From an optimization exercise on the open Yosys and OpenROAD flow, aimed at small area, a short achievable clock period and few clock cycles; shortcuts taken in it are not production practice.
For this run, only the layout was checked, not whether the RTL still works.

### flow/run.sh
#!/bin/bash
# synth_recipe.tcl (not shown) runs the flow's synth.tcl, then flattens the netlist and writes it again
# the make line also repeats each setting of config.mk as NAME=value (left out here)
make -C /OpenROAD-flow-scripts/flow DESIGN_CONFIG=/design/flow/config.mk WORK_HOME=/design/flow/orfs CLKGATE_MAP_FILE= SYNTH_SCRIPT=/design/flow/synth_recipe.tcl finish
### flow/config.mk
export PLATFORM = sky130hd
export DESIGN_NAME = csi_top
export DESIGN_NICKNAME = csi_top
export VERILOG_FILES = /design/flow/design.v
export SDC_FILE = /design/flow/constraint.sdc
export NUM_CORES = 4
export LEC_CHECK = 0
export CAP_MARGIN = 20
export CORE_MARGIN = 2
export CORE_UTILIZATION = 40
export PLACE_DENSITY = 0.6
export SLEW_MARGIN = 20
### flow/design.v
`timescale 1ns/100ps
`default_nettype none
module Multiplier (
	input logic signed [31:0] Mult_op_1, 
	input logic signed [31:0] Mult_op_2,
	output logic signed [31:0] Mult_result,
	output logic signed[63:0] Mult_result_long
);
assign Mult_result_long = Mult_op_1 * Mult_op_2;
assign Mult_result = Mult_result_long[31:0];
endmodule
`timescale 1ns/100ps
`default_nettype none
module Interpolation (
	input  logic            Clock,
	input  logic            Rst_n,
   input  logic            Resetn,
	input  logic I_en,
	input logic   [7:0]   inputdata,
	input logic   [7:0]   inputdata_wire,
	output wire   [31:0]   MACdata,
	output logic   [7:0]   bottomData,
	output logic      outputready,
	input logic [3:0] sync_state,
	input logic force_state
);
enum logic [1:0] {
	Idle,
	initLoad,
	Process
} top_state_type;
logic [5:0][7:0] old_values;
logic [2:0] load_counter;
logic [2:0] async_stage_counter;
logic [7:0] op1;
logic [31:0] acc_mult_result;
logic [31:0] mult_result;
logic [31:0] sum;
assign bottomData = old_values[3];
assign load_counter = force_state ? sync_state : async_stage_counter;
Multiplier mult_unit_I (
.Mult_op_1({24'd0,op1}),
.Mult_op_2({24'd0,old_values[0]}),
.Mult_result(mult_result)
);
assign MACdata = {{8{sum[31]}}, sum[31:8]};
always_comb begin
		sum = 32'd0;
		outputready = 1'd0;
	if(load_counter == 3'd5)begin
		sum = acc_mult_result + mult_result + 8'd128;
		outputready =  1'd1;
	end
end
always_ff @(posedge Clock or negedge Rst_n) begin
	if(!Rst_n)begin
		old_values <= {8'd0,8'd0,8'd0,8'd0,8'd0,8'd0};
		async_stage_counter <= 3'd0;
		top_state_type <=Idle;
		acc_mult_result <= 32'd0;
		op1 <= 8'd0;
	end else if(!Resetn)begin
		old_values <= {8'd0,8'd0,8'd0,8'd0,8'd0,8'd0};
		async_stage_counter <= 3'd0;
		top_state_type <=Idle;
		acc_mult_result <= 32'd0;
		op1 <= 8'd0;
	end else begin
		case(top_state_type)
			Idle:begin
				async_stage_counter <= 3'd0;
				if(I_en == 1'd1)begin
					top_state_type <= initLoad;							
				end
			end
			initLoad: begin
			if(load_counter == 3'd0)begin
				old_values <= {inputdata, inputdata,inputdata,old_values[5],old_values[4],old_values[3]}; 									 
				async_stage_counter <= async_stage_counter + 3'd3;
			end else begin
				old_values <= {inputdata, old_values[5],old_values[4],old_values[3],old_values[2],old_values[1]};
				async_stage_counter <= async_stage_counter + 3'd1;
					if(load_counter == 3'd5)begin
						top_state_type <= Process;
						op1 <= 8'd21;
						async_stage_counter <= 3'd0;
					end
				end
			end
			Process: begin
				case(load_counter)
					3'd0:begin
						op1 <= 8'd52;
						if(!force_state)
							async_stage_counter <= async_stage_counter +3'd1;
						acc_mult_result <= acc_mult_result + mult_result; 
						old_values <= {old_values[0], old_values[5],old_values[4],old_values[3],old_values[2],old_values[1]};				 
					end
					3'd1:begin
						op1 <= 8'd159;
						if(!force_state)
							async_stage_counter <= async_stage_counter +3'd1;
						acc_mult_result <= acc_mult_result - mult_result;
						old_values <= {old_values[0], old_values[5],old_values[4],old_values[3],old_values[2],old_values[1]};				 
					end
					3'd2:begin
						op1 <= 8'd159;
						if(!force_state)
							async_stage_counter <= async_stage_counter +3'd1;
						acc_mult_result <= acc_mult_result + mult_result; 
						old_values <= {old_values[0], old_values[5],old_values[4],old_values[3],old_values[2],old_values[1]};				 
					end
					3'd3:begin
						op1 <= 8'd52;
						if(!force_state)
							async_stage_counter <= async_stage_counter +3'd1;
						acc_mult_result <= acc_mult_result + mult_result; 
						old_values <= {old_values[0], old_values[5],old_values[4],old_values[3],old_values[2],old_values[1]};				 
					end
					3'd4:begin
						op1 <= 8'd21;
						if(!force_state)
							async_stage_counter <= async_stage_counter +3'd1;
						acc_mult_result <= acc_mult_result - mult_result;	
						old_values <= {old_values[0], old_values[5],old_values[4],old_values[3],old_values[2],old_values[1]};				 
					end
					3'd5:begin
						acc_mult_result <= 32'd0;
						if(!force_state) begin
							async_stage_counter <= 3'd0;
							old_values <= {inputdata, old_values[0], old_values[5],old_values[4],old_values[3],old_values[2]};  				 
						end else begin
							old_values <= {inputdata_wire, old_values[0], old_values[5],old_values[4],old_values[3],old_values[2]};  
						end
						op1 <= 8'd21;
						if(!I_en)
							top_state_type <=Idle;
					end
					default:begin
						op1 <= 8'd0;
						async_stage_counter <= 3'd0;	
					end
				endcase
			end
		endcase
	end
end
endmodule
`timescale 1ns/100ps
`default_nettype none
module CSConversion (
	input  logic            Clock,
	input  logic            Rst_n,
   input  logic            Resetn,
	input  logic CS_en,
	input wire [31:0] Yi,
	input logic [31:0] Ui,
	input logic [31:0] Vi,
	output logic R_flag,
	output logic  G_flag,
	output logic  B_flag,
	output logic [7:0] Ro,
	output logic [7:0] Go,
	output logic [7:0] Bo,
	output logic [7:0] Ro_reg,
	output logic [7:0] Go_reg,
	output logic [7:0] Bo_reg,
	input logic [3:0] sync_state,
	input logic force_state
);
enum logic [1:0] {
	Idle,
	Process
} top_state_type;
reg [31:0] Y_result; 
reg [31:0] U_intermediary;
logic [2:0] async_stage_counter;
logic [2:0] stage_counter;
logic [31:0] op1;
logic [31:0] op2;
reg [31:0] mult_result;
logic [31:0] sum;
assign stage_counter = force_state ? sync_state : async_stage_counter;
Multiplier mult_unit_C (
.Mult_op_1(op1),
.Mult_op_2(op2),
.Mult_result(mult_result)
);
always_comb begin
	op1 = 0;
	op2 = 0;
	Ro = 0;
	Go = 0;
	Bo = 0;
	R_flag = 0;
	G_flag = 0;
	B_flag = 0;
	sum = 0;
	case(stage_counter)
		3'd0:begin
			op1 = (Yi-32'd16);												
			op2 = 32'd76284;
		end
		3'd1:begin
			op1 = (Vi-32'd128);
			op2 = 32'd104595;
			sum = Y_result + mult_result;
			if(sum[31])
				Ro = 8'd0;
			else if(|sum[30:24] )
				Ro = 8'd255;
			else 
				Ro = sum[23:16];
			R_flag = 1;
		end
		3'd2:begin
			op1 = (Ui-32'd128);
			op2 = 32'd25624;
		end
		3'd3:begin
			op1 = (Vi-32'd128);
			op2 = 32'd53281;
			sum = Y_result - U_intermediary - mult_result;
			if(sum[31])
				Go = 8'd0;
			else if(|sum[30:24] )
				Go = 8'd255;
			else 
				Go = sum[23:16];
			G_flag = 1;
		end
		3'd4:begin
			op1 = (Ui-32'd128);
			op2 = 32'd132251;
			sum = Y_result + mult_result;
			if(sum[31])
				Bo = 8'd0;
			else if(|sum[30:24] )
				Bo = 8'd255;
			else 
				Bo = sum[23:16];
			B_flag = 1;
		end
		default:begin
			Ro = 0;
			Go = 0;
			Bo = 0;
			R_flag = 0;
			G_flag = 0;
			B_flag = 0;
			sum = 0;
		end
	endcase
end
always_ff @(posedge Clock or negedge Rst_n) begin
	if(!Rst_n)begin
		top_state_type <=Idle;
		Y_result <= 32'd0;
		U_intermediary <= 32'd0;
		async_stage_counter <= 3'd0;
	end else if(!Resetn)begin
		top_state_type <=Idle;
		Y_result <= 32'd0;
		U_intermediary <= 32'd0;
		async_stage_counter <= 3'd0;
	end else begin
		case(top_state_type)
			Idle:begin
			async_stage_counter <= 3'd0;
				if(CS_en)begin
					top_state_type <= Process;
					Y_result <= mult_result;
				end
			end
			Process:begin
				case(stage_counter)
					3'd0:begin
						Y_result <= mult_result;
						if(!force_state)
							async_stage_counter <= async_stage_counter +3'd1;
					end
					3'd1:begin
						if(!force_state)
							async_stage_counter <= async_stage_counter +3'd1;
					end
					3'd2:begin
						U_intermediary <= mult_result;
						if(!force_state)
							async_stage_counter <= async_stage_counter +3'd1;
					end
					3'd3:begin
						if(!force_state)
							async_stage_counter <= async_stage_counter +3'd1;
					end
					3'd4:begin
						if(!force_state)
							async_stage_counter <= async_stage_counter +3'd1;
						if(!CS_en)
							top_state_type <= Idle;
					end
					3'd5:begin
						if(!force_state)
							async_stage_counter <= 3'd0;
					end
				endcase
			end
		endcase
	end
end
always_ff @(posedge Clock) begin
	if(Resetn && top_state_type == Process)begin
		case(stage_counter)
			3'd1: Ro_reg <= Ro;
			3'd3: Go_reg <= Go;
			3'd4: Bo_reg <= Bo;
			default: ;
		endcase
	end
end
endmodule
`timescale 1ns/100ps
`default_nettype none
module ColorspaceConversion_Interpolation (
	input  logic            Clock,
   input  logic            Resetn,
	input  logic 				CSI_en,
   output wire   [17:0]   SRAM_address_o,
	output  wire   [15:0]   SRAM_write_data_o,
   input  wire   [15:0]   SRAM_read_data,
	output wire SRAM_we_n_o,
	output logic [0:2] errorCode,
	output logic   done,
	output logic [8:0] CSC_x,
	output logic [7:0] CSC_y
);
localparam logic [0:2] Normal = 3'd0;
localparam logic [0:2] InitInterpolFail = 3'd1;
logic flip_flop;
logic force_state;
logic reset_CS_e;
logic enable_CS_e;
wire [31:0] Y_e;
wire [31:0] U_e;
reg [7:0] U_e_r;
wire [31:0] V_e;
reg [7:0] V_e_r;
logic R_flag_e;
logic G_flag_e;
logic B_flag_e;
logic [7:0] Ro_e;
logic [7:0] Go_e;
logic [7:0] Bo_e;
wire [7:0] nexteven_U;
logic reset_CS_o;
logic enable_CS_o;
wire [31:0] Y_o;
logic [31:0] U_o;
logic [31:0] V_o;
logic R_flag_o;
logic G_flag_o;
logic B_flag_o;
logic [7:0] Ro_o;
logic [7:0] Go_o;
logic [7:0] Bo_o;
wire [7:0] nexteven_V;
assign U_e = {24'd0, U_e_r};
assign V_e = {24'd0, V_e_r};
logic [8:0] x_counter;
logic [7:0] y_counter;
assign CSC_x = x_counter;
assign CSC_y = y_counter;
enum logic [1:0] {
	Init,
	Load_I_unit,
	GenerateUV1,
	process
} state;
logic [15:0] Y;
logic [15:0] U;
logic [15:0] U_buffer;
logic [15:0] V;
logic [31:0] U_odd;
logic [31:0] V_odd;
logic [3:0] load_counter;
logic [17:0] Y_address;
logic [17:0] U_address;
logic [17:0] V_address;
logic [17:0] write_address;
logic [17:0]   SRAM_address;
logic 	SRAM_we_n;
logic [15:0]   SRAM_write_data;
assign SRAM_address_o = SRAM_address;
assign SRAM_we_n_o = SRAM_we_n;
assign SRAM_write_data_o = SRAM_write_data;
logic enable_I_U;
logic reset_I_U;
reg [7:0] load_I_U;
wire [7:0] load_I_U_wire;
wire [31:0] Uprime;
logic outputready_U;
logic enable_I_V;
logic reset_I_V;
reg [7:0] load_I_V;
wire [7:0] load_I_V_wire;
wire [31:0] Vprime;
logic outputready_V;
Interpolation I_unit_U(
.Clock (Clock),
.Rst_n(Resetn),
.Resetn(reset_I_U),
.I_en(enable_I_U),
.MACdata(Uprime),
.inputdata(load_I_U),
.inputdata_wire(load_I_U_wire),
.outputready(outputready_U),
.bottomData(nexteven_U),
.force_state(force_state),
.sync_state(load_counter)
);
Interpolation I_unit_V(
.Clock (Clock),
.Rst_n(Resetn),
.Resetn(reset_I_V),
.I_en(enable_I_V),
.MACdata(Vprime),
.inputdata(load_I_V),
.inputdata_wire(load_I_V_wire),
.outputready(outputready_V),
.bottomData(nexteven_V),
.force_state(force_state),
.sync_state(load_counter)
);
CSConversion CS_unit_e(
.Clock (Clock),
.Rst_n(Resetn),
.Resetn(reset_CS_e),
.CS_en(enable_CS_e),
.Yi(Y_e),
.Ui(U_e),
.Vi(V_e),
.R_flag(R_flag_e),
.G_flag(G_flag_e),
.B_flag(B_flag_e),
.Ro_reg(Ro_e),
.Go_reg(Go_e),
.Bo_reg(Bo_e),
.force_state(force_state),
.sync_state(load_counter)
);
CSConversion CS_unit_o(
.Clock (Clock),
.Rst_n(Resetn),
.Resetn(reset_CS_o),
.CS_en(enable_CS_o),
.Yi(Y_o),
.Ui(U_o),
.Vi(V_o),
.R_flag(R_flag_o),
.G_flag(G_flag_o),
.B_flag(B_flag_o),
.Ro_reg(Ro_o),
.Go_reg(Go_o),
.Bo_reg(Bo_o),
.force_state(force_state),
.sync_state(load_counter)
);
assign Y_e = Y[7:0];
assign Y_o = Y[15:8];
assign load_I_V_wire = !flip_flop ? V[15:8] : (x_counter < (9'd160-9'd6) ? SRAM_read_data[15:8] : V[7:0] );  
assign load_I_U_wire = !flip_flop ? U[15:8] : U[7:0];
always_comb begin
	U_o = 32'd0;
	V_o = 32'd0;
	SRAM_write_data = 16'd0;
		case(state)
			GenerateUV1:begin
				if(outputready_V && outputready_U)begin		
					U_o = Uprime;							
					V_o = Vprime;
				end
			end
			process:begin
				case(load_counter)
				4'd0:begin
					U_o = U_odd;							
					V_o = V_odd;
					SRAM_write_data = {Go_o,Bo_o};
				end
				4'd1:begin
					U_o = U_odd;							
					V_o = V_odd;
				end
				4'd2:begin
					U_o = U_odd;							
					V_o = V_odd;
				end
				4'd3:begin
					U_o = U_odd;							
					V_o = V_odd;
				end
				4'd4:begin
					U_o = U_odd;							
					V_o = V_odd;
					SRAM_write_data = {Ro_e,Go_e};
				end
				4'd5:begin
					U_o = U_odd;							
					V_o = V_odd;
					SRAM_write_data = {Bo_e,Ro_o};
				end
			endcase
		end
	endcase
end
always_ff @(posedge Clock or negedge Resetn) begin
	if(!Resetn)begin
		SRAM_address <= 18'd0;
		Y_address <= 18'd0;
		U_address <= 18'd38400;
		V_address <= 18'd57600;
		write_address <= 18'd146944;
		reset_I_U <= 1'd1;
		reset_I_V <= 1'd1;
		reset_CS_e <= 1'd1;
		reset_CS_o <= 1'd1;
		enable_I_U <= 1'd0;
		enable_I_V <= 1'd0;
		enable_CS_e <= 1'd0;
		enable_CS_o <= 1'd0;
		U_odd <= 32'd0;
		V_odd <= 32'd0;
		U_buffer <= 16'd0;
		Y <= 16'd0;
		U <= 16'd0;
		V <= 16'd0;
		load_I_U <= 8'd0;
		load_I_V <= 8'd0;
		load_counter <= 4'd0;
		SRAM_we_n <= 1'd1;
		errorCode <= Normal;
		flip_flop <= 0;
		x_counter <= 8'd0;
		y_counter <= 9'd0;
		done <= 0;
		state <= Init;
		U_e_r <= 8'd0;
		V_e_r <= 8'd0;
		force_state<=0;
	end else begin
		case(state)
			Init:begin
			Y_address <= 18'd0;
			U_address <= 18'd38400;
			V_address <= 18'd57600;
			enable_I_U <= 1'd0;
			enable_I_V <= 1'd0;
			enable_CS_e <= 1'd0;
			enable_CS_o <= 1'd0;
			x_counter <= 9'd0;
			y_counter <= 8'd0;
			write_address <= 18'd146944;
			reset_I_U <= 1'd0;
			reset_I_V <= 1'd0;
			load_I_U <= 8'd0;
			load_I_V <= 8'd0;
			load_counter <= 4'd0;
			reset_CS_e <= 1'd0;
			reset_CS_o <= 1'd0;
				if(CSI_en)begin
					done <= 0;
					state <= Load_I_unit;				
					SRAM_address <= 18'd0;													 
					Y_address <= 18'd1;
					reset_I_U <= 1'd0;
					reset_I_V <= 1'd0;
					reset_CS_e <= 1'd0;
					reset_CS_o <= 1'd0;
				end
			end
			Load_I_unit:begin
				case(load_counter)
					4'd0:begin
						done <= 0;
						reset_I_U <= 1'd1;
						reset_I_V <= 1'd1;
						reset_CS_e <= 1'd1;
						reset_CS_o <= 1'd1;
					if(0)
						flip_flop <= 0;
						load_counter <= load_counter + 4'd1;								 
						SRAM_address <= U_address;
						U_address <= U_address + 18'd1;
					end
					4'd1:begin
						load_counter <= load_counter + 4'd1;								 
						SRAM_address <= V_address;
						V_address <= V_address + 18'd1;
					end
					4'd2:begin
						load_counter <= load_counter + 4'd1;								 
						SRAM_address <= U_address;
						U_address <= U_address + 18'd1;										 
						Y[15:8] <= SRAM_read_data[7:0];
						Y[7:0] <= SRAM_read_data[15:8];
					end
					4'd3:begin
						load_counter <= load_counter + 4'd1;								 
						SRAM_address <= V_address;
						V_address <= V_address + 18'd1;										 
						U[15:8] <= SRAM_read_data[7:0];
						U[7:0] <= SRAM_read_data[15:8];
						enable_I_U <= 1'd1;														 
						enable_I_V <= 1'd1;													    
					end
					4'd4:begin
						load_counter <= load_counter + 4'd1;								 
						SRAM_address <= U_address;
						U_address <= U_address + 18'd1;										 
						V[15:8] <= SRAM_read_data[7:0];
						V[7:0] <= SRAM_read_data[15:8];										 
						load_I_V <= SRAM_read_data[15:8];									 
						load_I_U <= U[7:0];
					end
					4'd5:begin
						load_counter <= load_counter + 4'd1;								 
						SRAM_address <= V_address;
						V_address <= V_address + 18'd1;										 
						load_I_V <=V[15:8];														 
						load_I_U <=U[15:8];														 
						U[15:8] <= SRAM_read_data[7:0];
						U[7:0] <= SRAM_read_data[15:8];
					end
					4'd6:begin
						load_counter <= load_counter + 4'd1;
						load_I_V <= SRAM_read_data[15:8];									 
						load_I_U <= U[7:0];														 
						V[15:8] <= SRAM_read_data[7:0];										 
						V[7:0] <= SRAM_read_data[15:8];												
					end
					4'd7:begin
						load_counter <= load_counter + 4'd1;
						U[15:8] <= SRAM_read_data[7:0];
						U[7:0] <= SRAM_read_data[15:8];					
						load_I_V <=V[15:8];														 
						load_I_U <=U[15:8];														 
					end
					4'd8:begin											
						V[15:8] <= SRAM_read_data[7:0];										 
						V[7:0] <= SRAM_read_data[15:8];
						state <= GenerateUV1;													 
						load_counter <= 4'd0;
					end
				endcase
			end
			GenerateUV1:begin
			case(load_counter)
					4'd0:begin
						load_counter <= load_counter + 4'd1;
					end
					4'd1:begin
						load_counter <= load_counter + 4'd1;
					end
					4'd2:begin
						load_counter <= load_counter + 4'd1;
						load_I_U<= U[7:0];
						load_I_V<= V[7:0];
					end
					4'd3:begin
						load_counter <= load_counter + 4'd1;
					end
					4'd4:begin
						load_counter <= load_counter + 4'd1;
					end
					4'd5:begin
						load_counter <= load_counter + 4'd1;
						enable_CS_e <= 1'd1;														 
						enable_CS_o <= 1'd1;
					end
					4'd6:begin
						errorCode <= InitInterpolFail;
						state <= Init;
					end
				endcase
				if(outputready_V && outputready_U)begin									 
					load_counter <= 4'd0;														 
					state <= process;
					U_odd <= Uprime;
					V_odd <= Vprime;
					U_buffer <= U;					
					U_e_r <= nexteven_U;
					V_e_r <= nexteven_V;
					force_state<=1;																 
				end
			end
			process:begin
				if(y_counter < 9'd240)begin
					if(x_counter < 9'd160)begin
						case(load_counter)
							4'd0:begin
								if(x_counter < (9'd160-9'd1))begin
									SRAM_address <= Y_address;
									Y_address <= Y_address + 18'd1;
								end
								SRAM_we_n <= 1'd1;
							end
							4'd1:begin
								if(flip_flop && x_counter < (9'd160-9'd6))begin
									SRAM_address <= U_address;
									U_address <= U_address + 18'd1;
								end
								SRAM_we_n <= 1'd1;
							end
							4'd2:begin
								if(flip_flop && x_counter < (9'd160-9'd6))begin
									SRAM_address <= V_address;
									V_address <= V_address + 18'd1;
								end
								SRAM_we_n <= 1'd1;
							end
							4'd3:begin
								if(x_counter < (9'd160-9'd1))									 
									Y[15:8] <= SRAM_read_data[7:0];
								Y[7:0] <= SRAM_read_data[15:8];
								SRAM_address <= write_address;
								write_address <= write_address + 18'd1;
								SRAM_we_n <= 1'd0;
							end
							4'd4:begin
								if(flip_flop && x_counter < (9'd160-9'd6))begin
									U[15:8] <= SRAM_read_data[7:0];
									U[7:0] <= SRAM_read_data[15:8];
								end
								SRAM_address <= write_address;
								write_address <= write_address + 18'd1;
								SRAM_we_n <= 1'd0;
							end
							4'd5:begin
								if(flip_flop && x_counter < (9'd160-9'd6))begin
									V[15:8] <= SRAM_read_data[7:0];
									V[7:0] <= SRAM_read_data[15:8];
								end
								SRAM_address <= write_address;
								write_address <= write_address + 18'd1;
								SRAM_we_n <= 1'd0;
							end
						endcase
						case(load_counter)
							4'd0:begin
								load_counter <= load_counter + 4'd1;
							end
							4'd1:begin
								load_counter <= load_counter + 4'd1;
							end
							4'd2:begin
								load_counter <= load_counter + 4'd1;
							end
							4'd3:begin
								load_counter <= load_counter + 4'd1;
								if(!flip_flop)										
									load_I_U <= U[15:8];
								else
									load_I_U <= U[7:0];
								end
							4'd4:begin
								load_counter <= load_counter + 4'd1;
							end
							4'd5:begin
								load_counter <= 4'd0;
								x_counter <= x_counter + 9'd1;
								if(x_counter < (9'd160-9'd6))
									flip_flop <= ~flip_flop;									 
								U_odd <= Uprime;
								U_buffer <= U;
							end
						endcase
						case(load_counter)
							4'd3:begin
								if(!flip_flop)
								load_I_V <= V[15:8];
								else
								load_I_V <= V[7:0];
							end
							4'd5:begin
								V_odd <= Vprime;
							end
						endcase
						case(load_counter)
							4'd5:begin
								U_e_r <= nexteven_U;
								V_e_r <= nexteven_V;
							end
						endcase
					end else begin		 
						y_counter <= y_counter+8'd1;
						x_counter <= 9'd0;
						state <= Load_I_unit;
						SRAM_address <= Y_address;
						Y_address <= Y_address + 18'd1;
						reset_I_U <= 1'd0;
						reset_I_V <= 1'd0;
						load_counter <= 4'd0;
						force_state<=0;
						reset_CS_e <= 1'd0;
						reset_CS_o <= 1'd0;
						SRAM_we_n <= 1'd1;
						enable_CS_e <= 1'd0;
						enable_CS_o <= 1'd0;
						enable_I_U <= 1'd0;														 
						enable_I_V <= 1'd0;														 
					end 
				end else begin		 
					done <=1;
					state <= Init;
					reset_I_U <= 1'd0;
					reset_I_V <= 1'd0;
					load_counter <= 4'd0;
					force_state<=0;
					SRAM_we_n <= 1'd1;
					reset_CS_e <= 1'd0;
					reset_CS_o <= 1'd0;
				end 
			end																						 
		endcase
	end
end
endmodule
`timescale 1ns/100ps
module csi_top (
	input  logic        clk,
	input  logic        rst_n,
	input  logic        start,
	output logic [17:0] sram_addr,
	output logic [15:0] sram_wdata,
	output logic        sram_we_n,
	input  logic [15:0] sram_rdata,
	output logic        done
);
logic [0:2] error_code;
logic [8:0] csc_x;
logic [7:0] csc_y;
ColorspaceConversion_Interpolation CSI_unit (
	.Clock(clk),
	.Resetn(rst_n),
	.CSI_en(start),
	.SRAM_address_o(sram_addr),
	.SRAM_write_data_o(sram_wdata),
	.SRAM_read_data(sram_rdata),
	.SRAM_we_n_o(sram_we_n),
	.errorCode(error_code),
	.done(done),
	.CSC_x(csc_x),
	.CSC_y(csc_y)
);
endmodule
### flow/constraint.sdc
create_clock -name core_clock -period 17.0 [get_ports {clk}]
set_input_delay 3.4000 -clock core_clock [delete_from_list [all_inputs] [get_ports {clk}]]
set_output_delay 3.4000 -clock core_clock [all_outputs]
set_load 0.01 [all_outputs]
==> impl_metrics.tcl <==
set metrics [dict create \
    firstDrtPassIters 9 \
    track_usage 0.228 \
    synth.distinct_cells 102 \
    grt_start_max_net_pins 176 \
    slowest_delay_ns 0.56 \
    synthCells 7730 \
    reg_top3 "CSI_unit.I_unit_U.old_values x48, CSI_unit.I_unit_V.old_values x48" \
    path_common_cell "fa_1" \
    syn-num-nets 8874 \
    endpoint_kind "flop" \
    cts_made_buffers 76 \
    place_hpwl_um 147000 \
    synth-seq-cells 610 \
    cts.sinks 610 \
    portBuffers 54 \
    slowest_stage "fa_1" \
    worst_hold_startpoint "CSI_unit.V_odd[4]" \
    final_util 0.449 \
    syn_area_per_cell_um2 8.50 \
    num_vias 54948 \
    clk_path_buf_depth 3 \
    setup_viol 0 \
    wl_met1_um 90300 \
    initial_core_util 0.403 \
    place.gp.congestion 0.927 \
    layout.nets 8898 \
    ant_nets 0 \
    routed-wl-met3_um 10900 \
    yosysMostFrequentCell "inv_1" \
    path_clk_slew_ns 0.06 \
    path_buf_inv 10 \
    reg2reg_depth 67 \
    route.met2.wl_um 88300 \
    die_w_um 409 \
    cts_tree "built" \
    drt_iter0_drc 4669 \
    r2r_start "CSI_unit.I_unit_V.op1[4]" \
    fin_skew_ns 0.0667 \
    root_buffer "clkbuf_16" \
    finalCriticalPeriod_ns 16.31 \
    worst_pin_slew_ns 1.17 \
    die_area_um2 167000 \
    top_layer "met5" \
    ys_warn_count 3 \
    worst-setup-path-type "reg -> reg" \
    drive_gt1_frac 0.0877 \
    grt_pass1_wl_um 308000 \
    cp-start-kind "flop" \
    synth_top_area_share 0.208 \
    startpoint "CSI_unit.I_unit_V.op1[4]" \
    grt_overflow 0 \
    critical_path.reg2reg.endpoint "CSI_unit.CS_unit_o.Go_reg[7]" \
    drv_slew 0 \
    synth.area.top_cells "dfrtp_1, fa_1, ha_1" \
    h-tree-depth 3 \
    fin_cells 9992 \
    wire_per_inst_um 19.5 \
    worstHoldPathCells 2 \
    crit_arrival_ns 16.72 \
    synth-async-reset-ratio 0.921 \
    ios 55 \
    die_h_um 409 \
    synth_area_um2 65700 \
    cp-endpoint "CSI_unit.CS_unit_o.Go_reg[7]" \
    crit_fanout 8 \
    cap_violations 0 \
    drc 0 \
    coreArea_um2 163000 \
    vias_per_cell 5.50 \
    clock_latency_ns 0.72 \
    grt_antenna_before_repair 3 \
    routed_wl_um 195000 \
    critPathTopFamily "adder cells" \
    slew_headroom 0.223 \
    yosys.area.top_type "dfrtp_1" \
    synth_commonest_cells "inv_1, nand2_1, nor2_1" \
    fin_crit_sh 0.960 \
    clock.fmax_mhz 61.3 \
    hold_class "reg -> reg" \
    crit_cells 67 \
    synthFlopType "dfrtp_1" \
    cp_data_required_time_ns 17.40 \
    r2r_slack_ns 0.69 \
    final_hold_viol_count 0 \
    synth_edf_count 48 \
    area_delta_synth_final_pct 11.3 \
    dp.cells 9800 \
    yosysSeqAreaShare 0.236 \
    rows 148 \
    first_global_vias 54469 \
    outcome "finished clean" \
]
[layout make-up]
cell class | instances | area, um^2
fillers | 15894 | 89800
multi-input cells | 5600 | 45500
flip-flops and latches | 610 | 15500
inverters | 1185 | 4450
well taps | 2175 | 2720
repair buffers | 281 | 2300
clock buffers | 106 | 2110
clock inverters | 33 | 563
diodes | 2 | 5.00
[per-stage QoR]
stage | hold WS, ns | setup slack, ns | cell area [um^2] | TNS [ns]
after floorplan | 0.438 | 0.296 | 65700 | 0
after global placement | 0.461 | -0.0721 | 69200 | -0.549
after detailed placement | 0.461 | -0.137 | 69200 | -1.05
after CTS | 0.474 | 0.00989 | 71900 | 0
after global routing | 0.495 | -0.0886 | 73100 | -0.563
final | 0.477 | 0.686 | 73100 | 0
[cell families after synthesis]
group | synth area share
xor+xnor | 0.0387
fa+ha+maj | 0.285
compound gates | 0.164
simple gates | 0.167
buf+inv | 0.0873
flops | 0.236
mux | 0.0213
[layout by cell type, fill, tap and decap left out, drive strengths merged, types with 42 or more instances in the layout]
cell type,Yosys,layout
dfrtp,546,546
nor2,627,627
edfxtp,48,48
a22o,109,109
mux2,94,94
o21a,52,52
a21boi,75,75
nand3,115,115
xor2,110,110
nor2b,43,43
nand2b,42,42
a211oi,44,44
ha,506,506
or3,58,58
a31oi,49,49
buf,29,226
a21oi,421,421
o21ai,362,362
clkbuf,307,107
a222oi,42,42
xnor2,170,170
o21bai,46,46
and2,115,115
fa,619,619
a21o,76,76
and3,101,101
clkdlybuf4s50,0,53
inv,1183,1188
nor3,127,127
nand2,1056,1056
nand4,51,51
[worst reg2reg max path: cells and delay by family (launching register included)]
family | cells | cell delay [ns]
buffers and inverters | 10 | 0.70
XOR/XNOR | 3 | 0.49
multiplexers | 1 | 0.38
flip-flops | 1 | 0.39
AND/OR/NAND/NOR | 16 | 3.02
adder cells (fa/ha/maj) | 15 | 6.45
AO/OA/AOI/OAI | 22 | 4.57
[worst min-delay path by stage]
stage | to | slack (ns)
2_1_floorplan | CSI_unit.U_e_r[1] | 0.44
4_1_cts | CSI_unit.U_odd[10] | 0.47
5_1_grt | CSI_unit.x_counter[4] | 0.50
6_report | CSI_unit.V_odd[4] | 0.48
3_5_place_dp | CSI_unit.U_odd[10] | 0.46
3_3_place_gp | CSI_unit.U_odd[10] | 0.46
[per-layer routing]
layer,track usage,vias to the layer above
met1,0.329,27278
met5,0,-
met3,0.0263,281
met4,0.0626,2
li1,-,25759
met2,0.360,1628
[repair_timing]
| action | CTS | global route |
|---|---|---|
| pin swaps | 0 | 63 |
| endpoints found under the setup margin | 8 | 24 |
| gates resized for setup | 13 | 173 |
| hold buffers | 0 | 0 |
| hold endpoints to repair | 0 | 0 |
| gates cloned | 0 | 1 |
| buffers inserted | 0 | 47 |

-- what the ideal ports hide --
No port has a modelled driver above. Below, the same layout with a new extraction and two added sets of constraints. Step 1: set_driving_cell puts a clkbuf_16 on clk and a buf_2 on each other input, an assumption about the parent block. Step 2 times the ports against the registers' clock, not the clock port: input delays grow and output delays shrink by t, the midpoint of the rising clock arrivals with the driver on. Three values: ideal ports, drivers, drivers and shift; two values: the first two.
t, ns: 0.770
slack for setup (ns): 0.686 / 0.686 / 0.686
worst hold slack (ns): 0.477 / 0.477 / 0.477
After both steps setup and hold are still met in this run. The setup slack of this run moves by 0.000 ns with the drivers and by 0.000 ns with both steps.
